Background: an optimization exercise with open tools, aiming at low power. Do not read the settings as production practice. Only simulation tests tie the RTL to the original design; equivalence was not proved.

==> design/flow/run.sh <==
#!/bin/bash
# synth_recipe.tcl (not shown) runs the flow's synth.tcl, then flattens the netlist and writes it again
# the make line also repeats each setting of config.mk as NAME=value (left out here)
make -C /OpenROAD-flow-scripts/flow DESIGN_CONFIG=/design/flow/config.mk WORK_HOME=/design/flow/orfs CLKGATE_MAP_FILE= SYNTH_SCRIPT=/design/flow/synth_recipe.tcl finish
==> design/flow/config.mk <==
export PLATFORM = sky130hd
export DESIGN_NAME = pipeline_md5
export DESIGN_NICKNAME = pipeline_md5
export VERILOG_FILES = /design/flow/design.v
export SDC_FILE = /design/flow/constraint.sdc
export NUM_CORES = 8
export LEC_CHECK = 0
export CAP_MARGIN = 20
export CORE_MARGIN = 2
export CORE_UTILIZATION = 65
export PLACE_DENSITY = 0.75
export SLEW_MARGIN = 20
==> design/flow/constraint.sdc <==
create_clock -name core_clock -period 9.0 [get_ports {clk}]
set_input_delay 1.8000 -clock core_clock [delete_from_list [all_inputs] [get_ports {clk}]]
set_output_delay 1.8000 -clock core_clock [all_outputs]
set_load 0.01 [all_outputs]
==> design/flow/design.v <==
module pipeline_md5(
    input clk,
    input [63:0] num,
    output reg [127:0] answer,
    output reg [63:0] currnum
    );
function [31:0] add_bk(input [31:0] a, input [31:0] b);
  reg [31:0] G, P, p0; integer i, s;
  begin
    p0 = a ^ b; G = a & b; P = p0;
    for (s = 1; s < 32; s = s * 2)
      for (i = 2 * s - 1; i < 32; i = i + 2 * s) begin
        G[i] = G[i] | (P[i] & G[i - s]); P[i] = P[i] & P[i - s];
      end
    for (s = 8; s >= 1; s = s / 2)
      for (i = 3 * s - 1; i < 32; i = i + 2 * s) begin
        G[i] = G[i] | (P[i] & G[i - s]); P[i] = P[i] & P[i - s];
      end
    add_bk = p0 ^ {G[30:0], 1'b0};
  end
endfunction
function [31:0] add_rc(input [31:0] a, input [31:0] b);
  reg c; integer i; reg [31:0] y;
  begin
    c = 1'b0;
    for (i = 0; i < 32; i = i + 1) begin
      y[i] = a[i] ^ b[i] ^ c;
      c = (a[i] & b[i]) | (a[i] & c) | (b[i] & c);
    end
    add_rc = y;
  end
endfunction
function [31:0] add3_bk(input [31:0] a, input [31:0] b, input [31:0] k);
  begin
    add3_bk = add_bk(a ^ b ^ k, {(a[30:0] & b[30:0]) | (a[30:0] & k[30:0]) | (b[30:0] & k[30:0]), 1'b0});
  end
endfunction
function [31:0] add3_ks(input [31:0] a, input [31:0] b, input [31:0] k);
  begin
    add3_ks = a + b + k;
  end
endfunction
reg [31:0] b0;
reg [31:0] u0;
reg [63:0] n0;
reg [31:0] b1;
reg [31:0] c1;
reg [31:0] u1;
reg [63:0] n1;
reg [31:0] b2;
reg [31:0] c2;
reg [31:0] d2;
reg [31:0] u2;
reg [63:0] n2;
reg [31:0] b3;
reg [31:0] c3;
reg [31:0] d3;
reg [31:0] u3;
reg [63:0] n3;
reg [31:0] b4;
reg [31:0] c4;
reg [31:0] d4;
reg [31:0] u4;
reg [63:0] n4;
reg [31:0] b5;
reg [31:0] c5;
reg [31:0] d5;
reg [31:0] u5;
reg [63:0] n5;
reg [31:0] b6;
reg [31:0] c6;
reg [31:0] d6;
reg [31:0] u6;
reg [63:0] n6;
reg [31:0] b7;
reg [31:0] c7;
reg [31:0] d7;
reg [31:0] u7;
reg [63:0] n7;
reg [31:0] b8;
reg [31:0] c8;
reg [31:0] d8;
reg [31:0] u8;
reg [63:0] n8;
reg [31:0] b9;
reg [31:0] c9;
reg [31:0] d9;
reg [31:0] u9;
reg [63:0] n9;
reg [31:0] b10;
reg [31:0] c10;
reg [31:0] d10;
reg [31:0] u10;
reg [63:0] n10;
reg [31:0] b11;
reg [31:0] c11;
reg [31:0] d11;
reg [31:0] u11;
reg [63:0] n11;
reg [31:0] b12;
reg [31:0] c12;
reg [31:0] d12;
reg [31:0] u12;
reg [63:0] n12;
reg [31:0] b13;
reg [31:0] c13;
reg [31:0] d13;
reg [31:0] u13;
reg [63:0] n13;
reg [31:0] b14;
reg [31:0] c14;
reg [31:0] d14;
reg [31:0] u14;
reg [63:0] n14;
reg [31:0] b15;
reg [31:0] c15;
reg [31:0] d15;
reg [31:0] u15;
reg [63:0] n15;
reg [31:0] b16;
reg [31:0] c16;
reg [31:0] d16;
reg [31:0] u16;
reg [63:0] n16;
reg [31:0] b17;
reg [31:0] c17;
reg [31:0] d17;
reg [31:0] u17;
reg [63:0] n17;
reg [31:0] b18;
reg [31:0] c18;
reg [31:0] d18;
reg [31:0] u18;
reg [63:0] n18;
reg [31:0] b19;
reg [31:0] c19;
reg [31:0] d19;
reg [31:0] u19;
reg [63:0] n19;
reg [31:0] b20;
reg [31:0] c20;
reg [31:0] d20;
reg [31:0] u20;
reg [63:0] n20;
reg [31:0] b21;
reg [31:0] c21;
reg [31:0] d21;
reg [31:0] u21;
reg [63:0] n21;
reg [31:0] b22;
reg [31:0] c22;
reg [31:0] d22;
reg [31:0] u22;
reg [63:0] n22;
reg [31:0] b23;
reg [31:0] c23;
reg [31:0] d23;
reg [31:0] u23;
reg [63:0] n23;
reg [31:0] b24;
reg [31:0] c24;
reg [31:0] d24;
reg [31:0] u24;
reg [63:0] n24;
reg [31:0] b25;
reg [31:0] c25;
reg [31:0] d25;
reg [31:0] u25;
reg [63:0] n25;
reg [31:0] b26;
reg [31:0] c26;
reg [31:0] d26;
reg [31:0] u26;
reg [63:0] n26;
reg [31:0] b27;
reg [31:0] c27;
reg [31:0] d27;
reg [31:0] u27;
reg [63:0] n27;
reg [31:0] b28;
reg [31:0] c28;
reg [31:0] d28;
reg [31:0] u28;
reg [63:0] n28;
reg [31:0] b29;
reg [31:0] c29;
reg [31:0] d29;
reg [31:0] u29;
reg [63:0] n29;
reg [31:0] b30;
reg [31:0] c30;
reg [31:0] d30;
reg [31:0] u30;
reg [63:0] n30;
reg [31:0] b31;
reg [31:0] c31;
reg [31:0] d31;
reg [31:0] u31;
reg [63:0] n31;
reg [31:0] b32;
reg [31:0] c32;
reg [31:0] d32;
reg [31:0] u32;
reg [63:0] n32;
reg [31:0] b33;
reg [31:0] c33;
reg [31:0] d33;
reg [31:0] u33;
reg [63:0] n33;
reg [31:0] b34;
reg [31:0] c34;
reg [31:0] d34;
reg [31:0] u34;
reg [63:0] n34;
reg [31:0] b35;
reg [31:0] c35;
reg [31:0] d35;
reg [31:0] u35;
reg [63:0] n35;
reg [31:0] b36;
reg [31:0] c36;
reg [31:0] d36;
reg [31:0] u36;
reg [63:0] n36;
reg [31:0] b37;
reg [31:0] c37;
reg [31:0] d37;
reg [31:0] u37;
reg [63:0] n37;
reg [31:0] b38;
reg [31:0] c38;
reg [31:0] d38;
reg [31:0] u38;
reg [63:0] n38;
reg [31:0] b39;
reg [31:0] c39;
reg [31:0] d39;
reg [31:0] u39;
reg [63:0] n39;
reg [31:0] b40;
reg [31:0] c40;
reg [31:0] d40;
reg [31:0] u40;
reg [63:0] n40;
reg [31:0] b41;
reg [31:0] c41;
reg [31:0] d41;
reg [31:0] u41;
reg [63:0] n41;
reg [31:0] b42;
reg [31:0] c42;
reg [31:0] d42;
reg [31:0] u42;
reg [63:0] n42;
reg [31:0] b43;
reg [31:0] c43;
reg [31:0] d43;
reg [31:0] u43;
reg [63:0] n43;
reg [31:0] b44;
reg [31:0] c44;
reg [31:0] d44;
reg [31:0] u44;
reg [63:0] n44;
reg [31:0] b45;
reg [31:0] c45;
reg [31:0] d45;
reg [31:0] u45;
reg [63:0] n45;
reg [31:0] b46;
reg [31:0] c46;
reg [31:0] d46;
reg [31:0] u46;
reg [63:0] n46;
reg [31:0] b47;
reg [31:0] c47;
reg [31:0] d47;
reg [31:0] u47;
reg [63:0] n47;
reg [31:0] b48;
reg [31:0] c48;
reg [31:0] d48;
reg [31:0] u48;
reg [63:0] n48;
reg [31:0] b49;
reg [31:0] c49;
reg [31:0] d49;
reg [31:0] u49;
reg [63:0] n49;
reg [31:0] b50;
reg [31:0] c50;
reg [31:0] d50;
reg [31:0] u50;
reg [63:0] n50;
reg [31:0] b51;
reg [31:0] c51;
reg [31:0] d51;
reg [31:0] u51;
reg [63:0] n51;
reg [31:0] b52;
reg [31:0] c52;
reg [31:0] d52;
reg [31:0] u52;
reg [63:0] n52;
reg [31:0] b53;
reg [31:0] c53;
reg [31:0] d53;
reg [31:0] u53;
reg [63:0] n53;
reg [31:0] b54;
reg [31:0] c54;
reg [31:0] d54;
reg [31:0] u54;
reg [63:0] n54;
reg [31:0] b55;
reg [31:0] c55;
reg [31:0] d55;
reg [31:0] u55;
reg [63:0] n55;
reg [31:0] b56;
reg [31:0] c56;
reg [31:0] d56;
reg [31:0] u56;
reg [63:0] n56;
reg [31:0] b57;
reg [31:0] c57;
reg [31:0] d57;
reg [31:0] u57;
reg [63:0] n57;
reg [31:0] b58;
reg [31:0] c58;
reg [31:0] d58;
reg [31:0] u58;
reg [63:0] n58;
reg [31:0] b59;
reg [31:0] c59;
reg [31:0] d59;
reg [31:0] u59;
reg [63:0] n59;
reg [31:0] b60;
reg [31:0] c60;
reg [31:0] d60;
reg [31:0] u60;
reg [63:0] n60;
reg [31:0] b61;
reg [31:0] c61;
reg [31:0] d61;
reg [31:0] u61;
reg [63:0] n61;
reg [31:0] b62;
reg [31:0] c62;
reg [31:0] d62;
reg [31:0] u62;
reg [63:0] n62;
wire [31:0] u0in = add_bk({num[39:32], num[47:40], num[55:48], num[63:56]}, 32'hd76aa477);
wire [31:0] y0 = add_bk(32'hefcdab89, {u0in[24:0], u0in[31:25]});
always @(posedge clk) begin
  b0 <= y0;
  u0 <= add3_bk(32'h10325476, {num[7:0], num[15:8], num[23:16], num[31:24]}, 32'he8c7b756);
  n0 <= num;
end
wire [31:0] f1 = ((b0 & 32'hefcdab89) | (~b0 & 32'h98badcfe));
wire [31:0] t1 = add_bk(u0, f1);
wire [31:0] y1 = add_bk(b0, {t1[19:0], t1[31:20]});
always @(posedge clk) begin
  b1 <= y1;
  c1 <= b0;
  u1 <= add_rc(32'h98badcfe, 32'h2420715b);
  n1 <= n0;
end
wire [31:0] f2 = ((b1 & c1) | (~b1 & 32'hefcdab89));
wire [31:0] t2 = add_bk(u1, f2);
wire [31:0] y2 = add_bk(b1, {t2[14:0], t2[31:15]});
always @(posedge clk) begin
  b2 <= y2;
  c2 <= b1;
  d2 <= c1;
  u2 <= add_rc(32'hefcdab89, 32'hc1bdceee);
  n2 <= n1;
end
wire [31:0] f3 = ((b2 & c2) | (~b2 & d2));
wire [31:0] t3 = add_bk(u2, f3);
wire [31:0] y3 = add_bk(b2, {t3[9:0], t3[31:10]});
always @(posedge clk) begin
  b3 <= y3;
  c3 <= b2;
  d3 <= c2;
  u3 <= add_rc(d2, 32'hf57c0faf);
  n3 <= n2;
end
wire [31:0] f4 = ((b3 & c3) | (~b3 & d3));
wire [31:0] t4 = add_bk(u3, f4);
wire [31:0] y4 = add_bk(b3, {t4[24:0], t4[31:25]});
always @(posedge clk) begin
  b4 <= y4;
  c4 <= b3;
  d4 <= c3;
  u4 <= add_rc(d3, 32'h4787c62a);
  n4 <= n3;
end
wire [31:0] f5 = ((b4 & c4) | (~b4 & d4));
wire [31:0] t5 = add_bk(u4, f5);
wire [31:0] y5 = add_bk(b4, {t5[19:0], t5[31:20]});
always @(posedge clk) begin
  b5 <= y5;
  c5 <= b4;
  d5 <= c4;
  u5 <= add_rc(d4, 32'ha8304613);
  n5 <= n4;
end
wire [31:0] f6 = ((b5 & c5) | (~b5 & d5));
wire [31:0] t6 = add_bk(u5, f6);
wire [31:0] y6 = add_bk(b5, {t6[14:0], t6[31:15]});
always @(posedge clk) begin
  b6 <= y6;
  c6 <= b5;
  d6 <= c5;
  u6 <= add_rc(d5, 32'hfd469501);
  n6 <= n5;
end
wire [31:0] f7 = ((b6 & c6) | (~b6 & d6));
wire [31:0] t7 = add_bk(u6, f7);
wire [31:0] y7 = add_bk(b6, {t7[9:0], t7[31:10]});
always @(posedge clk) begin
  b7 <= y7;
  c7 <= b6;
  d7 <= c6;
  u7 <= add_rc(d6, 32'h698098d8);
  n7 <= n6;
end
wire [31:0] f8 = ((b7 & c7) | (~b7 & d7));
wire [31:0] t8 = add_bk(u7, f8);
wire [31:0] y8 = add_bk(b7, {t8[24:0], t8[31:25]});
always @(posedge clk) begin
  b8 <= y8;
  c8 <= b7;
  d8 <= c7;
  u8 <= add_rc(d7, 32'h8b44f7af);
  n8 <= n7;
end
wire [31:0] f9 = ((b8 & c8) | (~b8 & d8));
wire [31:0] t9 = add_bk(u8, f9);
wire [31:0] y9 = add_bk(b8, {t9[19:0], t9[31:20]});
always @(posedge clk) begin
  b9 <= y9;
  c9 <= b8;
  d9 <= c8;
  u9 <= add_rc(d8, 32'hffff5bb1);
  n9 <= n8;
end
wire [31:0] f10 = ((b9 & c9) | (~b9 & d9));
wire [31:0] t10 = add_bk(u9, f10);
wire [31:0] y10 = add_bk(b9, {t10[14:0], t10[31:15]});
always @(posedge clk) begin
  b10 <= y10;
  c10 <= b9;
  d10 <= c9;
  u10 <= add_rc(d9, 32'h895cd7be);
  n10 <= n9;
end
wire [31:0] f11 = ((b10 & c10) | (~b10 & d10));
wire [31:0] t11 = add_bk(u10, f11);
wire [31:0] y11 = add_bk(b10, {t11[9:0], t11[31:10]});
always @(posedge clk) begin
  b11 <= y11;
  c11 <= b10;
  d11 <= c10;
  u11 <= add_rc(d10, 32'h6b901122);
  n11 <= n10;
end
wire [31:0] f12 = ((b11 & c11) | (~b11 & d11));
wire [31:0] t12 = add_bk(u11, f12);
wire [31:0] y12 = add_bk(b11, {t12[24:0], t12[31:25]});
always @(posedge clk) begin
  b12 <= y12;
  c12 <= b11;
  d12 <= c11;
  u12 <= add_rc(d11, 32'hfd987193);
  n12 <= n11;
end
wire [31:0] f13 = ((b12 & c12) | (~b12 & d12));
wire [31:0] t13 = add_bk(u12, f13);
wire [31:0] y13 = add_bk(b12, {t13[19:0], t13[31:20]});
always @(posedge clk) begin
  b13 <= y13;
  c13 <= b12;
  d13 <= c12;
  u13 <= add_rc(d12, 32'ha67943ce);
  n13 <= n12;
end
wire [31:0] f14 = ((b13 & c13) | (~b13 & d13));
wire [31:0] t14 = add_bk(u13, f14);
wire [31:0] y14 = add_bk(b13, {t14[14:0], t14[31:15]});
always @(posedge clk) begin
  b14 <= y14;
  c14 <= b13;
  d14 <= c13;
  u14 <= add_rc(d13, 32'h49b40821);
  n14 <= n13;
end
wire [31:0] f15 = ((b14 & c14) | (~b14 & d14));
wire [31:0] t15 = add_bk(u14, f15);
wire [31:0] y15 = add_bk(b14, {t15[9:0], t15[31:10]});
always @(posedge clk) begin
  b15 <= y15;
  c15 <= b14;
  d15 <= c14;
  u15 <= add3_bk(d14, {n14[7:0], n14[15:8], n14[23:16], n14[31:24]}, 32'hf61e2562);
  n15 <= n14;
end
wire [31:0] f16 = ((d15 & b15) | (~d15 & c15));
wire [31:0] t16 = add_bk(u15, f16);
wire [31:0] y16 = add_bk(b15, {t16[26:0], t16[31:27]});
always @(posedge clk) begin
  b16 <= y16;
  c16 <= b15;
  d16 <= c15;
  u16 <= add_rc(d15, 32'hc040b340);
  n16 <= n15;
end
wire [31:0] f17 = ((d16 & b16) | (~d16 & c16));
wire [31:0] t17 = add_bk(u16, f17);
wire [31:0] y17 = add_bk(b16, {t17[22:0], t17[31:23]});
always @(posedge clk) begin
  b17 <= y17;
  c17 <= b16;
  d17 <= c16;
  u17 <= add_rc(d16, 32'h265e5a51);
  n17 <= n16;
end
wire [31:0] f18 = ((d17 & b17) | (~d17 & c17));
wire [31:0] t18 = add_bk(u17, f18);
wire [31:0] y18 = add_bk(b17, {t18[17:0], t18[31:18]});
always @(posedge clk) begin
  b18 <= y18;
  c18 <= b17;
  d18 <= c17;
  u18 <= add3_bk(d17, {n17[39:32], n17[47:40], n17[55:48], n17[63:56]}, 32'he9b6c7aa);
  n18 <= n17;
end
wire [31:0] f19 = ((d18 & b18) | (~d18 & c18));
wire [31:0] t19 = add_bk(u18, f19);
wire [31:0] y19 = add_bk(b18, {t19[11:0], t19[31:12]});
always @(posedge clk) begin
  b19 <= y19;
  c19 <= b18;
  d19 <= c18;
  u19 <= add_rc(d18, 32'hd62f105d);
  n19 <= n18;
end
wire [31:0] f20 = ((d19 & b19) | (~d19 & c19));
wire [31:0] t20 = add_bk(u19, f20);
wire [31:0] y20 = add_bk(b19, {t20[26:0], t20[31:27]});
always @(posedge clk) begin
  b20 <= y20;
  c20 <= b19;
  d20 <= c19;
  u20 <= add_rc(d19, 32'h02441453);
  n20 <= n19;
end
wire [31:0] f21 = ((d20 & b20) | (~d20 & c20));
wire [31:0] t21 = add_bk(u20, f21);
wire [31:0] y21 = add_bk(b20, {t21[22:0], t21[31:23]});
always @(posedge clk) begin
  b21 <= y21;
  c21 <= b20;
  d21 <= c20;
  u21 <= add_rc(d20, 32'hd8a1e681);
  n21 <= n20;
end
wire [31:0] f22 = ((d21 & b21) | (~d21 & c21));
wire [31:0] t22 = add_bk(u21, f22);
wire [31:0] y22 = add_bk(b21, {t22[17:0], t22[31:18]});
always @(posedge clk) begin
  b22 <= y22;
  c22 <= b21;
  d22 <= c21;
  u22 <= add_rc(d21, 32'he7d3fbc8);
  n22 <= n21;
end
wire [31:0] f23 = ((d22 & b22) | (~d22 & c22));
wire [31:0] t23 = add_bk(u22, f23);
wire [31:0] y23 = add_bk(b22, {t23[11:0], t23[31:12]});
always @(posedge clk) begin
  b23 <= y23;
  c23 <= b22;
  d23 <= c22;
  u23 <= add_rc(d22, 32'h21e1cde6);
  n23 <= n22;
end
wire [31:0] f24 = ((d23 & b23) | (~d23 & c23));
wire [31:0] t24 = add_bk(u23, f24);
wire [31:0] y24 = add_bk(b23, {t24[26:0], t24[31:27]});
always @(posedge clk) begin
  b24 <= y24;
  c24 <= b23;
  d24 <= c23;
  u24 <= add_rc(d23, 32'hc3370816);
  n24 <= n23;
end
wire [31:0] f25 = ((d24 & b24) | (~d24 & c24));
wire [31:0] t25 = add_bk(u24, f25);
wire [31:0] y25 = add_bk(b24, {t25[22:0], t25[31:23]});
always @(posedge clk) begin
  b25 <= y25;
  c25 <= b24;
  d25 <= c24;
  u25 <= add_rc(d24, 32'hf4d50d87);
  n25 <= n24;
end
wire [31:0] f26 = ((d25 & b25) | (~d25 & c25));
wire [31:0] t26 = add_bk(u25, f26);
wire [31:0] y26 = add_bk(b25, {t26[17:0], t26[31:18]});
always @(posedge clk) begin
  b26 <= y26;
  c26 <= b25;
  d26 <= c25;
  u26 <= add_rc(d25, 32'h455a14ed);
  n26 <= n25;
end
wire [31:0] f27 = ((d26 & b26) | (~d26 & c26));
wire [31:0] t27 = add_bk(u26, f27);
wire [31:0] y27 = add_bk(b26, {t27[11:0], t27[31:12]});
always @(posedge clk) begin
  b27 <= y27;
  c27 <= b26;
  d27 <= c26;
  u27 <= add_rc(d26, 32'ha9e3e905);
  n27 <= n26;
end
wire [31:0] f28 = ((d27 & b27) | (~d27 & c27));
wire [31:0] t28 = add_bk(u27, f28);
wire [31:0] y28 = add_bk(b27, {t28[26:0], t28[31:27]});
always @(posedge clk) begin
  b28 <= y28;
  c28 <= b27;
  d28 <= c27;
  u28 <= add_rc(d27, 32'hfcefa478);
  n28 <= n27;
end
wire [31:0] f29 = ((d28 & b28) | (~d28 & c28));
wire [31:0] t29 = add_bk(u28, f29);
wire [31:0] y29 = add_bk(b28, {t29[22:0], t29[31:23]});
always @(posedge clk) begin
  b29 <= y29;
  c29 <= b28;
  d29 <= c28;
  u29 <= add_rc(d28, 32'h676f02d9);
  n29 <= n28;
end
wire [31:0] f30 = ((d29 & b29) | (~d29 & c29));
wire [31:0] t30 = add_bk(u29, f30);
wire [31:0] y30 = add_bk(b29, {t30[17:0], t30[31:18]});
always @(posedge clk) begin
  b30 <= y30;
  c30 <= b29;
  d30 <= c29;
  u30 <= add_rc(d29, 32'h8d2a4c8a);
  n30 <= n29;
end
wire [31:0] f31 = ((d30 & b30) | (~d30 & c30));
wire [31:0] t31 = add_bk(u30, f31);
wire [31:0] y31 = add_bk(b30, {t31[11:0], t31[31:12]});
always @(posedge clk) begin
  b31 <= y31;
  c31 <= b30;
  d31 <= c30;
  u31 <= add_rc(d30, 32'hfffa3942);
  n31 <= n30;
end
wire [31:0] f32 = (b31 ^ c31 ^ d31);
wire [31:0] t32 = add_bk(u31, f32);
wire [31:0] y32 = add_bk(b31, {t32[27:0], t32[31:28]});
always @(posedge clk) begin
  b32 <= y32;
  c32 <= b31;
  d32 <= c31;
  u32 <= add_rc(d31, 32'h8771f681);
  n32 <= n31;
end
wire [31:0] f33 = (b32 ^ c32 ^ d32);
wire [31:0] t33 = add_bk(u32, f33);
wire [31:0] y33 = add_bk(b32, {t33[20:0], t33[31:21]});
always @(posedge clk) begin
  b33 <= y33;
  c33 <= b32;
  d33 <= c32;
  u33 <= add_rc(d32, 32'h6d9d6122);
  n33 <= n32;
end
wire [31:0] f34 = (b33 ^ c33 ^ d33);
wire [31:0] t34 = add_bk(u33, f34);
wire [31:0] y34 = add_bk(b33, {t34[15:0], t34[31:16]});
always @(posedge clk) begin
  b34 <= y34;
  c34 <= b33;
  d34 <= c33;
  u34 <= add_rc(d33, 32'hfde5384c);
  n34 <= n33;
end
wire [31:0] f35 = (b34 ^ c34 ^ d34);
wire [31:0] t35 = add_bk(u34, f35);
wire [31:0] y35 = add_bk(b34, {t35[8:0], t35[31:9]});
always @(posedge clk) begin
  b35 <= y35;
  c35 <= b34;
  d35 <= c34;
  u35 <= add3_bk(d34, {n34[7:0], n34[15:8], n34[23:16], n34[31:24]}, 32'ha4beea44);
  n35 <= n34;
end
wire [31:0] f36 = (b35 ^ c35 ^ d35);
wire [31:0] t36 = add_bk(u35, f36);
wire [31:0] y36 = add_bk(b35, {t36[27:0], t36[31:28]});
always @(posedge clk) begin
  b36 <= y36;
  c36 <= b35;
  d36 <= c35;
  u36 <= add_rc(d35, 32'h4bdecfa9);
  n36 <= n35;
end
wire [31:0] f37 = (b36 ^ c36 ^ d36);
wire [31:0] t37 = add_bk(u36, f37);
wire [31:0] y37 = add_bk(b36, {t37[20:0], t37[31:21]});
always @(posedge clk) begin
  b37 <= y37;
  c37 <= b36;
  d37 <= c36;
  u37 <= add_rc(d36, 32'hf6bb4b60);
  n37 <= n36;
end
wire [31:0] f38 = (b37 ^ c37 ^ d37);
wire [31:0] t38 = add_bk(u37, f38);
wire [31:0] y38 = add_bk(b37, {t38[15:0], t38[31:16]});
always @(posedge clk) begin
  b38 <= y38;
  c38 <= b37;
  d38 <= c37;
  u38 <= add_rc(d37, 32'hbebfbc70);
  n38 <= n37;
end
wire [31:0] f39 = (b38 ^ c38 ^ d38);
wire [31:0] t39 = add_bk(u38, f39);
wire [31:0] y39 = add_bk(b38, {t39[8:0], t39[31:9]});
always @(posedge clk) begin
  b39 <= y39;
  c39 <= b38;
  d39 <= c38;
  u39 <= add_rc(d38, 32'h289b7ec6);
  n39 <= n38;
end
wire [31:0] f40 = (b39 ^ c39 ^ d39);
wire [31:0] t40 = add_bk(u39, f40);
wire [31:0] y40 = add_bk(b39, {t40[27:0], t40[31:28]});
always @(posedge clk) begin
  b40 <= y40;
  c40 <= b39;
  d40 <= c39;
  u40 <= add3_bk(d39, {n39[39:32], n39[47:40], n39[55:48], n39[63:56]}, 32'heaa127fa);
  n40 <= n39;
end
wire [31:0] f41 = (b40 ^ c40 ^ d40);
wire [31:0] t41 = add_bk(u40, f41);
wire [31:0] y41 = add_bk(b40, {t41[20:0], t41[31:21]});
always @(posedge clk) begin
  b41 <= y41;
  c41 <= b40;
  d41 <= c40;
  u41 <= add_rc(d40, 32'hd4ef3085);
  n41 <= n40;
end
wire [31:0] f42 = (b41 ^ c41 ^ d41);
wire [31:0] t42 = add_bk(u41, f42);
wire [31:0] y42 = add_bk(b41, {t42[15:0], t42[31:16]});
always @(posedge clk) begin
  b42 <= y42;
  c42 <= b41;
  d42 <= c41;
  u42 <= add_rc(d41, 32'h04881d05);
  n42 <= n41;
end
wire [31:0] f43 = (b42 ^ c42 ^ d42);
wire [31:0] t43 = add_bk(u42, f43);
wire [31:0] y43 = add_bk(b42, {t43[8:0], t43[31:9]});
always @(posedge clk) begin
  b43 <= y43;
  c43 <= b42;
  d43 <= c42;
  u43 <= add_rc(d42, 32'hd9d4d039);
  n43 <= n42;
end
wire [31:0] f44 = (b43 ^ c43 ^ d43);
wire [31:0] t44 = add_bk(u43, f44);
wire [31:0] y44 = add_bk(b43, {t44[27:0], t44[31:28]});
always @(posedge clk) begin
  b44 <= y44;
  c44 <= b43;
  d44 <= c43;
  u44 <= add_rc(d43, 32'he6db99e5);
  n44 <= n43;
end
wire [31:0] f45 = (b44 ^ c44 ^ d44);
wire [31:0] t45 = add_bk(u44, f45);
wire [31:0] y45 = add_bk(b44, {t45[20:0], t45[31:21]});
always @(posedge clk) begin
  b45 <= y45;
  c45 <= b44;
  d45 <= c44;
  u45 <= add_rc(d44, 32'h1fa27cf8);
  n45 <= n44;
end
wire [31:0] f46 = (b45 ^ c45 ^ d45);
wire [31:0] t46 = add_bk(u45, f46);
wire [31:0] y46 = add_bk(b45, {t46[15:0], t46[31:16]});
always @(posedge clk) begin
  b46 <= y46;
  c46 <= b45;
  d46 <= c45;
  u46 <= add_rc(d45, 32'hc4ac56e5);
  n46 <= n45;
end
wire [31:0] f47 = (b46 ^ c46 ^ d46);
wire [31:0] t47 = add_bk(u46, f47);
wire [31:0] y47 = add_bk(b46, {t47[8:0], t47[31:9]});
always @(posedge clk) begin
  b47 <= y47;
  c47 <= b46;
  d47 <= c46;
  u47 <= add3_bk(d46, {n46[39:32], n46[47:40], n46[55:48], n46[63:56]}, 32'hf4292244);
  n47 <= n46;
end
wire [31:0] f48 = (c47 ^ (b47 | ~d47));
wire [31:0] t48 = add_bk(u47, f48);
wire [31:0] y48 = add_bk(b47, {t48[25:0], t48[31:26]});
always @(posedge clk) begin
  b48 <= y48;
  c48 <= b47;
  d48 <= c47;
  u48 <= add_rc(d47, 32'h432aff97);
  n48 <= n47;
end
wire [31:0] f49 = (c48 ^ (b48 | ~d48));
wire [31:0] t49 = add_bk(u48, f49);
wire [31:0] y49 = add_bk(b48, {t49[21:0], t49[31:22]});
always @(posedge clk) begin
  b49 <= y49;
  c49 <= b48;
  d49 <= c48;
  u49 <= add_rc(d48, 32'hab9423e7);
  n49 <= n48;
end
wire [31:0] f50 = (c49 ^ (b49 | ~d49));
wire [31:0] t50 = add_bk(u49, f50);
wire [31:0] y50 = add_bk(b49, {t50[16:0], t50[31:17]});
always @(posedge clk) begin
  b50 <= y50;
  c50 <= b49;
  d50 <= c49;
  u50 <= add_rc(d49, 32'hfc93a039);
  n50 <= n49;
end
wire [31:0] f51 = (c50 ^ (b50 | ~d50));
wire [31:0] t51 = add_bk(u50, f51);
wire [31:0] y51 = add_bk(b50, {t51[10:0], t51[31:11]});
always @(posedge clk) begin
  b51 <= y51;
  c51 <= b50;
  d51 <= c50;
  u51 <= add_rc(d50, 32'h655b59c3);
  n51 <= n50;
end
wire [31:0] f52 = (c51 ^ (b51 | ~d51));
wire [31:0] t52 = add_bk(u51, f52);
wire [31:0] y52 = add_bk(b51, {t52[25:0], t52[31:26]});
always @(posedge clk) begin
  b52 <= y52;
  c52 <= b51;
  d52 <= c51;
  u52 <= add_rc(d51, 32'h8f0ccc92);
  n52 <= n51;
end
wire [31:0] f53 = (c52 ^ (b52 | ~d52));
wire [31:0] t53 = add_bk(u52, f53);
wire [31:0] y53 = add_bk(b52, {t53[21:0], t53[31:22]});
always @(posedge clk) begin
  b53 <= y53;
  c53 <= b52;
  d53 <= c52;
  u53 <= add_rc(d52, 32'hffeff47d);
  n53 <= n52;
end
wire [31:0] f54 = (c53 ^ (b53 | ~d53));
wire [31:0] t54 = add_bk(u53, f54);
wire [31:0] y54 = add_bk(b53, {t54[16:0], t54[31:17]});
always @(posedge clk) begin
  b54 <= y54;
  c54 <= b53;
  d54 <= c53;
  u54 <= add3_bk(d53, {n53[7:0], n53[15:8], n53[23:16], n53[31:24]}, 32'h85845dd1);
  n54 <= n53;
end
wire [31:0] f55 = (c54 ^ (b54 | ~d54));
wire [31:0] t55 = add_bk(u54, f55);
wire [31:0] y55 = add_bk(b54, {t55[10:0], t55[31:11]});
always @(posedge clk) begin
  b55 <= y55;
  c55 <= b54;
  d55 <= c54;
  u55 <= add_rc(d54, 32'h6fa87e4f);
  n55 <= n54;
end
wire [31:0] f56 = (c55 ^ (b55 | ~d55));
wire [31:0] t56 = add_bk(u55, f56);
wire [31:0] y56 = add_bk(b55, {t56[25:0], t56[31:26]});
always @(posedge clk) begin
  b56 <= y56;
  c56 <= b55;
  d56 <= c55;
  u56 <= add_rc(d55, 32'hfe2ce6e0);
  n56 <= n55;
end
wire [31:0] f57 = (c56 ^ (b56 | ~d56));
wire [31:0] t57 = add_bk(u56, f57);
wire [31:0] y57 = add_bk(b56, {t57[21:0], t57[31:22]});
always @(posedge clk) begin
  b57 <= y57;
  c57 <= b56;
  d57 <= c56;
  u57 <= add_rc(d56, 32'ha3014314);
  n57 <= n56;
end
wire [31:0] f58 = (c57 ^ (b57 | ~d57));
wire [31:0] t58 = add_bk(u57, f58);
wire [31:0] y58 = add_bk(b57, {t58[16:0], t58[31:17]});
always @(posedge clk) begin
  b58 <= y58;
  c58 <= b57;
  d58 <= c57;
  u58 <= add_rc(d57, 32'h4e0811a1);
  n58 <= n57;
end
wire [31:0] f59 = (c58 ^ (b58 | ~d58));
wire [31:0] t59 = add_bk(u58, f59);
wire [31:0] y59 = add_bk(b58, {t59[10:0], t59[31:11]});
always @(posedge clk) begin
  b59 <= y59;
  c59 <= b58;
  d59 <= c58;
  u59 <= add_rc(d58, 32'hf7537e82);
  n59 <= n58;
end
wire [31:0] f60 = (c59 ^ (b59 | ~d59));
wire [31:0] t60 = add_bk(u59, f60);
wire [31:0] y60 = add_bk(b59, {t60[25:0], t60[31:26]});
always @(posedge clk) begin
  b60 <= y60;
  c60 <= b59;
  d60 <= c59;
  u60 <= add_rc(d59, 32'hbd3af235);
  n60 <= n59;
end
wire [31:0] f61 = (c60 ^ (b60 | ~d60));
wire [31:0] t61 = add_bk(u60, f61);
wire [31:0] y61 = add_bk(b60, {t61[21:0], t61[31:22]});
always @(posedge clk) begin
  b61 <= y61;
  c61 <= b60;
  d61 <= c60;
  u61 <= add_rc(d60, 32'h2ad7d33b);
  n61 <= n60;
end
wire [31:0] f62 = (c61 ^ (b61 | ~d61));
wire [31:0] t62 = add_bk(u61, f62);
wire [31:0] y62 = add_bk(b61, {t62[16:0], t62[31:17]});
always @(posedge clk) begin
  b62 <= y62;
  c62 <= b61;
  d62 <= c61;
  u62 <= add_rc(d61, 32'heb86d391);
  n62 <= n61;
end
wire [31:0] f63 = (c62 ^ (b62 | ~d62));
wire [31:0] t63 = add_bk(u62, f63);
wire [31:0] y63 = add3_bk(b62, {t63[10:0], t63[31:11]}, 32'hefcdab89);
wire [31:0] fa = add_rc(d62, 32'h67452301);
wire [31:0] fc = add_rc(b62, 32'h98badcfe);
wire [31:0] fd = add_rc(c62, 32'h10325476);
always @(posedge clk) begin
  answer <= {fa[7:0], fa[15:8], fa[23:16], fa[31:24],
             y63[7:0], y63[15:8], y63[23:16], y63[31:24],
             fc[7:0], fc[15:8], fc[23:16], fc[31:24],
             fd[7:0], fd[15:8], fd[23:16], fd[31:24]};
  currnum <= n62;
end
endmodule
==> flow_summary.toml, run 1 <==
[status]
status = "complete, no violations"

[cts]
cts_num_sinks = 12100
path_clk_slew_ns = 0.06
cts_buffers = 1237
postCtsSetupRepairBufs = 0
ctsHtreeMaxLevel = 7
cts_tree = "yes"
cts_resized = 0
clockBufferDepth = 5
cts_hold_buf = 0
cts_root_buf = "clkbuf_16"
clk_latency_ns = 1.27

[logic_synthesis]
ys_types = 72
synth.largest_area_cell = "dfxtp_1"
synth_edf_count = 0
syn_avg_cell_area_sq_um = 11.7
synth.area.top_cells = "dfxtp_1 51%, ha_1 15%, fa_1 8.8%"
syn_inst = 40500
yosysSeqAreaShare = 0.512
synth_warnings = 1
yosysTopAreaCellShare = 0.512
synthArstFlopShare = 0
synth_nets = 48400
synth-seq-cells = 12100
synth_flop_cell = "dfxtp_1"
synth_area_sq_mm = 0.475

[sta]
setup_ws_ns = 0.988
final_hold_viol_count = 0
finClkSkew_ns = 0.0957
rsz0062_at_grt = "false"
worstMarginPinSlew_ns = 1.31
fmax_ghz = 0.125
timing.setup.tns_ns = 0
slew_headroom = 0.123
setup-violations-final = 0
period_needed_ns = 8.01
layout_worst_path_cycle_share = 0.890
drv_slew = 0

[global_route]
grt_pass1_vias = 297000
grt_util_all_layers = 0.357
grt_use_met1 = 0.450
grt_busiest_layer = "met2"
grt_overflow = 0
antenna_found_initial = 119
use_met2 = 0.585
grt_max_degree = 18
grt_pass1_wl_mm = 1920
grt_use_met3 = 0.0667

[floorplan]
die_w_microns = 858
die_y_microns = 858
pin_count = 257
rows = 313
dieArea_sq_mm = 0.737
fp.coreArea_sq_mm = 0.727
start_util = 0.653

[cells_and_area]
area_growth_syn_to_layout_pct = 11.7
regMostFlops = "answer"
final_cell_mix = "12100 x dfxtp_1, 7298 x inv_1, 5729 x ha_1"
final_layout_size_suffix_gt1_frac = 0.0575
nets = 49900
final_common_cell = "dfxtp_1"
post-route-util = 0.729
largest_reg_flops = 128
fill_cells = 49200

[place]
portBuffers = 256
dp_slack_ns = 1.17
gp_congestion = 1.01
dpl.hpwl_mm = 1080

[setup_path]
ff2ff_setup_slack_ns = 0.99
criticalPathCategory = "reg2reg"
critPathLaunchType = "register"
worstPathArrival_ns = 9.13
critPathRequiredTime_ns = 10.11
cp-end-kind = "register"
critPathMaxFanout = 3

[drt]
drt-total-wl_mm = 1340
wl_per_cell_microns = 25.5
viasPerCell = 5.47
dr.pass1.iters = 8
drcViolationCount = 0
drt_iter0_markers = 22400
vias = 287000
ant_nets = 0

[min_path]
hold_path_class = "reg2reg"

[run]
cap_violations = 0
[metrics by stage]
step / area (sq um) / hold WS [ns] / instances
finish: 530000 / 0.261 / 52500
global route: 530000 / 0.273 / 52500
CTS: 530000 / 0.276 / 52500
detailed placement: 489000 / 0.312 / 50400
global placement: 489000 / 0.310 / 50400
floorplan: 475000 / 0.310 / 40500
[cell families (layout without fill, tap and decap cells)]
kind of cell,Yosys count,in the layout,share of synthesized area
buffers and inverters,7298,9694,0.0577
other,0,55,0
AND/OR/NAND/NOR,3909,3909,0.0397
flip-flops,12100,12100,0.512
AO/OA/AOI/OAI,4831,4831,0.0657
XOR/XNOR,3754,3754,0.0693
multiplexers,756,756,0.0172
adder cells (fa/ha/maj),7810,7810,0.239
[final timing paths]
check             startpoint              end  cells past startpoint
max reg2reg   c22[0]$_DFF_P_  b23[31]$_DFF_P_                     27
min reg2reg  n56[22]$_DFF_P_  n57[22]$_DFF_P_                      0
min          n56[22]$_DFF_P_  n57[22]$_DFF_P_                      0
max           c22[0]$_DFF_P_  b23[31]$_DFF_P_                     27
[cells in the mapped netlist, types with 172 or more instances]
master / count
nand3_1: 257
a21o_1: 881
inv_1: 7298
o21a_1: 347
mux2_2: 464
a21oi_1: 1591
o21ai_0: 702
nor2_1: 920
mux2i_1: 292
dfxtp_1: 12100
xor2_1: 787
a31oi_1: 172
xnor2_1: 2967
nand2_1: 1227
nor2b_1: 414
nor3_1: 203
fa_1: 2081
ha_1: 5729
[layout make-up]
class / instances / area [sq um] / area share
clock buffer: 1705 / 35300 / 0.0666
clock inverter: 418 / 5480 / 0.0103
timing repair buffer: 273 / 2690 / 0.00507
inverter: 7298 / 27400 / 0.0517
tap: 9607 / 12000 / 0.0227
antenna: 55 / 138 / 0.000260
sequential: 12100 / 243000 / 0.458
multi-input combinational: 21100 / 204000 / 0.386
[layer usage]
layer	vias up	routed length, microns
li1	133000	-
met1	141000	538000
met2	9970	620000
met3	3266	92700
met4	34	86400
met5	-	208
[critical path, cell delays in order, from the launching register on]
cell and delay, ns:
dfxtp_1 0.51, mux2_2 0.22, ha_1 0.13, inv_1 0.05, fa_1 0.43, nor2b_1 0.12, o21ai_0 0.12, a21boi_0 0.32
o22ai_1 0.20, o41a_1 0.53, a21oi_1 0.37, a41oi_1 0.21, a211o_1 0.31, fa_1 0.41, xnor2_1 0.15, xnor2_1 0.68
ha_1 0.30, nand2_1 0.12, or3_1 0.41, a311oi_1 0.36, nand2_1 0.10, o31a_1 0.37, o21a_1 0.28, o21a_1 0.24
o21a_1 0.22, fa_1 0.42, xnor2_1 0.15, xnor2_1 0.18
==> run 2: changes to the inputs <==
--- a/design/flow/config.mk
+++ b/design/flow/config.mk
@@ -7,6 +7,5 @@
 export LEC_CHECK = 0
 export CAP_MARGIN = 20
 export CORE_MARGIN = 2
-export CORE_UTILIZATION = 65
-export PLACE_DENSITY = 0.75
+export CORE_UTILIZATION = 40
 export SLEW_MARGIN = 20
==> run 2 against run 1 <==
Still clean. Clock-buffer cell count grew 65. Critical path type unchanged. Largest cell class unchanged. Critical path depth is 1 lower. First-iteration DRC count shrank 31%. Via count shrank 3.6%. Register-to-register slack got worse by 0.18 ns. Area after synthesis unchanged.
==> flow_summary.toml, run 2 <==
[status]
status = "complete, no violations"

[logic_synthesis]
synth-seq-cells = 12100
synth.largest_area_cell = "dfxtp_1"
synth.area.top_cells = "dfxtp_1 51%, ha_1 15%, fa_1 8.8%"
ys_types = 72
synthTopCellsByCount = "12100 x dfxtp_1, 7298 x inv_1, 5729 x ha_1"
syn_inst = 40500
syn_avg_cell_area_sq_um = 11.7
yosysSeqAreaShare = 0.512
synth_warnings = 1
synth_flop_cell = "dfxtp_1"
synth_edf_count = 0
yosysTopAreaCellShare = 0.512
synth_area_sq_mm = 0.475
synth_nets = 48400
synthArstFlopShare = 0
synthMostInstantiatedCell = "dfxtp_1"

[cells_and_area]
area_growth_syn_to_layout_pct = 14.1
regMostFlops = "answer"
final_layout_size_suffix_gt1_frac = 0.0620
nets = 50000
final_common_cell = "dfxtp_1"
largest_reg_flops = 128
final_cell_mix = "12100 x dfxtp_1, 7298 x inv_1, 5729 x ha_1"

[global_route]
grt_overflow = 0
grt_max_degree = 17
grt_util_all_layers = 0.218
grt_pass1_wl_mm = 1920
antenna_found_initial = 101
grt_pass1_vias = 290000

[drt]
drt-total-wl_mm = 1330
vias = 277000
drt_iter0_markers = 15500
dr.pass1.iters = 9
wl_per_cell_microns = 22.6
drcViolationCount = 0
viasPerCell = 4.72
ant_nets = 0

[sta]
rsz0062_at_grt = "false"
layout_worst_path_cycle_share = 0.910
drv_slew = 0
setup-violations-final = 0
period_needed_ns = 8.19
worstMarginPinSlew_ns = 1.21
finClkSkew_ns = 0.140
fmax_ghz = 0.122
final_hold_viol_count = 0
slew_headroom = 0.188
timing.setup.tns_ns = 0

[setup_path]
slowest_delay_ns = 0.64
slowest_stage = "o21ai_0"
critPathLaunchType = "register"
cp-end-kind = "register"
worstPathArrival_ns = 9.32
critPathRequiredTime_ns = 10.13
cpMostUsedCell = "xnor2_1"
critPathMaxFanout = 3
crit_start = "b62[0]$_DFF_P_"
r2r-start = "b62[0]$_DFF_P_"
criticalPathCategory = "reg2reg"

[cts]
ctsHtreeMaxLevel = 7
cts_root_buf = "clkbuf_16"
cts_num_sinks = 12100
path_clk_slew_ns = 0.06
clk_latency_ns = 1.30
postCtsSetupRepairBufs = 0
cts_tree = "yes"
cts_resized = 0
cts_buffers = 1323
cts_hold_buf = 0
clockBufferDepth = 6

[run]
cap_violations = 0

[floorplan]
dieArea_sq_mm = 1.20
rows = 400
die_y_mm = 1.09
start_util = 0.401
pin_count = 257
fp.coreArea_sq_mm = 1.18
die_w_mm = 1.09

[min_path]
worstHoldStart = "n7[20]$_DFF_P_"
hold_path_class = "reg2reg"

[place]
dpl.hpwl_mm = 1120
portBuffers = 256
gp_congestion = 0.954
run 2: changes by cell type in the layout (fill, tap and decap cells not counted), sizes merged:
cell	change
clkbuf	+65
clkinv	+28
clkinvlp	+20
buf	+10
inv	+19
diode	+4
bufinv	+28
run 2: final timing paths:
| path | end | slack (ns) | depth (start not counted) |
|---|---|---|---|
| worst max register to register | answer[71]$_DFF_P_ | 0.81 | 26 |
| worst min register to register | n8[20]$_DFF_P_ | 0.20 | 0 |
| worst max-delay path | answer[71]$_DFF_P_ | 0.81 | 26 |
| worst min-delay path | n8[20]$_DFF_P_ | 0.20 | 0 |
run 2: layout make-up:
class | instances | area (sq um)
Tap cell | 15700 | 19600
Sequential cell | 12100 | 243000
Fill cell | 108000 | 643000
Clock buffer | 1770 | 37400
Multi-Input combinational cell | 21100 | 204000
Clock inverter | 513 | 7120
Timing Repair Buffer | 283 | 2770
Inverter | 7298 | 27400
Antenna cell | 59 | 148
run 2: cells by family after synthesis:
logic type,count (synthesis),synth area share
AOI/OAI and AO/OA,4831,0.0657
and+or+nand+nor,3909,0.0397
xor gates and xnor gates,3754,0.0693
muxes,756,0.0172
adders and majority gates,7810,0.239
DFF,12100,0.512
buffers and inverters,7298,0.0577
run 2: stage by stage:
stage	hold slack (ns)	cells	setup WS, ns	instance area [sq um]	util
floorplan	0.310	40500	2.50	475000	-
global placement	0.310	56400	1.11	497000	0.419
detailed placement	0.312	56400	0.982	497000	0.420
CTS	0.207	58700	0.913	541000	0.457
global route	0.221	58700	0.507	542000	0.457
finish	0.203	58800	0.810	542000	0.457
run 2: critical path, delay by kind of cell, from the launching register on:
family,cells,cell delay [ns]
compound gates,12,3.56
flops,1,0.43
fa+ha+maj,6,1.94
simple gates,4,0.91
xor+xnor,4,1.17
run 2: routing by layer:
layer | part of all wire | up-vias | global-route usage
met3 | 0.044 | 2181 | 0.0283
li1 | - | 134000 | -
met2 | 0.49 | 6220 | 0.383
met4 | 0.043 | 18 | 0.0836
met5 | 0.000093 | - | 0
met1 | 0.43 | 135000 | 0.273
==> run 3: changes to the inputs <==
--- a/design/flow/config.mk
+++ b/design/flow/config.mk
@@ -8,4 +8,5 @@
 export CAP_MARGIN = 20
 export CORE_MARGIN = 2
 export CORE_UTILIZATION = 40
+export CTS_BUF_LIST = sky130_fd_sc_hd__clkbuf_4 sky130_fd_sc_hd__clkbuf_8
 export SLEW_MARGIN = 20
==> run 3 against run 2 <==
Still clean. Synthesized cell count is the same. Routed wire length rose by 0.39%. Global-route usage up 0.063 points. Via count up 1.2%. Cell count up 2.1%. Clock-buffer cell count rose by 1200. Setup slack gained 0.030 ns.
==> flow_summary.toml, run 3 <==
[cts]
ctsHtreeMaxLevel = 7
cts_root_buf = "clkbuf_8"
cts_buffers = 1962
postCtsSetupRepairBufs = 0
cts_num_sinks = 12100
path_clk_slew_ns = 0.06
cts_resized = 0
cts_hold_buf = 0
cts_tree = "yes"
clk_latency_ns = 1.52
clockBufferDepth = 6

[sta]
finClkSkew_ns = 0.219
fmax_ghz = 0.123
drv_slew = 0
layout_worst_path_cycle_share = 0.907
timing.setup.tns_ns = 0
slew_headroom = 0.191
final_hold_viol_count = 0
setup_ws_ns = 0.840
period_needed_ns = 8.16
setup-violations-final = 0
rsz0062_at_grt = "false"
worstMarginPinSlew_ns = 1.21

[cells_and_area]
multi_input_area_sq_mm = 0.204
final_layout_size_suffix_gt1_frac = 0.0923
nets = 50600
ff_latch_area_sq_mm = 0.243
final_cell_mix = "12100 x dfxtp_1, 7298 x inv_1, 5729 x ha_1"
fill_cells = 109000
regMostFlops = "answer"
area_growth_syn_to_layout_pct = 14.0
final_common_cell = "dfxtp_1"
largest_reg_flops = 128

[logic_synthesis]
synth_flop_cell = "dfxtp_1"
synth.area.top_cells = "dfxtp_1 51%, ha_1 15%, fa_1 8.8%"
syn_inst = 40500
synthArstFlopShare = 0
synthTopCellsByCount = "12100 x dfxtp_1, 7298 x inv_1, 5729 x ha_1"
syn_avg_cell_area_sq_um = 11.7
synth_area_sq_mm = 0.475
yosysTopAreaCellShare = 0.512
ys_types = 72
synth_warnings = 1
synth-seq-cells = 12100
synth_edf_count = 0
synth.largest_area_cell = "dfxtp_1"
synthMostInstantiatedCell = "dfxtp_1"
synth_nets = 48400
yosysSeqAreaShare = 0.512

[global_route]
antenna_found_initial = 115
use_met2 = 0.384
grt_use_met1 = 0.271
grt_pass1_vias = 294000
grt_overflow = 0
grt_use_met3 = 0.0294
grt_util_all_layers = 0.219
grt_busiest_layer = "met2"
grt_pass1_wl_mm = 1930
grt_max_degree = 25

[setup_path]
crit_start = "d62[0]$_DFF_P_"
r2r-start = "d62[0]$_DFF_P_"
critPathLaunchType = "register"
criticalPathCategory = "reg2reg"
critPathRequiredTime_ns = 10.37
critPathMaxFanout = 3
worstPathArrival_ns = 9.53
cp-end-kind = "register"

[floorplan]
start_util = 0.401
die_w_mm = 1.09
die_y_mm = 1.09
rows = 400
fp.coreArea_sq_mm = 1.18
dieArea_sq_mm = 1.20
pin_count = 257

[drt]
wl_per_cell_microns = 22.2
drt-total-wl_mm = 1330
vias = 281000
ant_nets = 0
drcViolationCount = 0
viasPerCell = 4.68
dr.pass1.iters = 9
drt_iter0_markers = 15000

[min_path]
worstHoldStart = "n35[33]$_DFF_P_"
hold_path_class = "reg2reg"

[place]
dpl.hpwl_mm = 1120
gp_congestion = 0.954
portBuffers = 256
dp_slack_ns = 0.982

[run]
cap_violations = 0

[status]
status = "complete, no violations"
[run 3: final timing paths]
path / end / slack, ns / cells past startpoint
worst max-delay path: answer[71]$_DFF_P_ / 0.84 / 27
worst min-delay path: n36[33]$_DFF_P_ / 0.20 / 0
worst max register to register: answer[71]$_DFF_P_ / 0.84 / 27
worst min register to register: n36[33]$_DFF_P_ / 0.20 / 0
[run 3: layout make-up]
| type | count | share of cell area |
|---|---|---|
| Sequential cell | 12100 | 0.449 |
| Multi-Input combinational cell | 21100 | 0.378 |
| Clock buffer | 2970 | 0.0697 |
| Inverter | 7298 | 0.0507 |
| Tap cell | 15700 | 0.0363 |
| Clock inverter | 529 | 0.0111 |
| Timing Repair Buffer | 283 | 0.00511 |
| Antenna cell | 71 | 0.000329 |
[run 3: cell families after synthesis]
family                     after synthesis  synth area share
AOI/OAI and AO/OA                     4831            0.0657
xor gates and xnor gates              3754            0.0693
adders and majority gates             7810             0.239
buffers and inverters                 7298            0.0577
DFF                                  12100             0.512
muxes                                  756            0.0172
and+or+nand+nor                       3909            0.0397
[run 3: critical path: stages (launching register included)]
cell and delay [ns]:
dfxtp_1 0.37, inv_1 0.07, nor2_1 0.15, xnor2_1 0.10
ha_1 0.21, fa_1 0.46, a211oi_1 0.32, o21ai_0 0.29
nand3_1 0.24, a2111oi_0 0.21, o21ai_0 0.66, o22ai_1 0.22
nor4_1 0.46, o31ai_1 0.19, fa_1 0.40, xnor2_1 0.59
ha_1 0.40, ha_1 0.23, a21o_1 0.17, a21oi_1 0.29
nand3_1 0.13, a311o_1 0.39, a41o_1 0.27, o41a_1 0.37
a31oi_1 0.23, fa_1 0.23, xnor2_1 0.08, xnor2_1 0.31
[run 3: per-layer routing]
metal,vias to the layer above,wire [microns]
met1,137000,568000
li1,135000,-
met5,-,149
met2,6490,652000
met4,22,58600
met3,2503,54100
[run 3: stage by stage]
stage          hold WS [ns]  cell area, sq um   util  std cells
2_1_floorplan         0.310            475000      -      40500
3_3_place_gp          0.310            497000  0.419      56400
3_5_place_dp          0.312            497000  0.420      56400
4_1_cts               0.188            541000  0.456      59900
6_report              0.204            541000  0.457      60000
5_1_grt               0.205            541000  0.456      60000

afterwards: timing with drivers on the ports:
No port has a modelled driver above. Below, the same layouts with a new extraction and two added sets of constraints. Step 1 assumes that a clkbuf_16 drives the clock port and a buf_2 every other input. Step 2 adds t to the input delays and takes it off the output delays; t is the mean of the earliest and latest rising clock arrival at the registers after step 1. Input paths then give back, and output paths get back, about the clock's delay inside the block. a / b / c = no drivers / after step 1 / after step 2; a / b = the first two.
run	t (ns)	setup slack, ns	worst setup path at the end
run 1	1.389	0.988 / 0.988 / 0.988	register to register
run 2	1.391	0.810 / 0.810 / 0.810	register to register
run 3	1.589	0.840 / 0.840 / 0.840	register to register
After both steps every run listed still meets setup and hold.
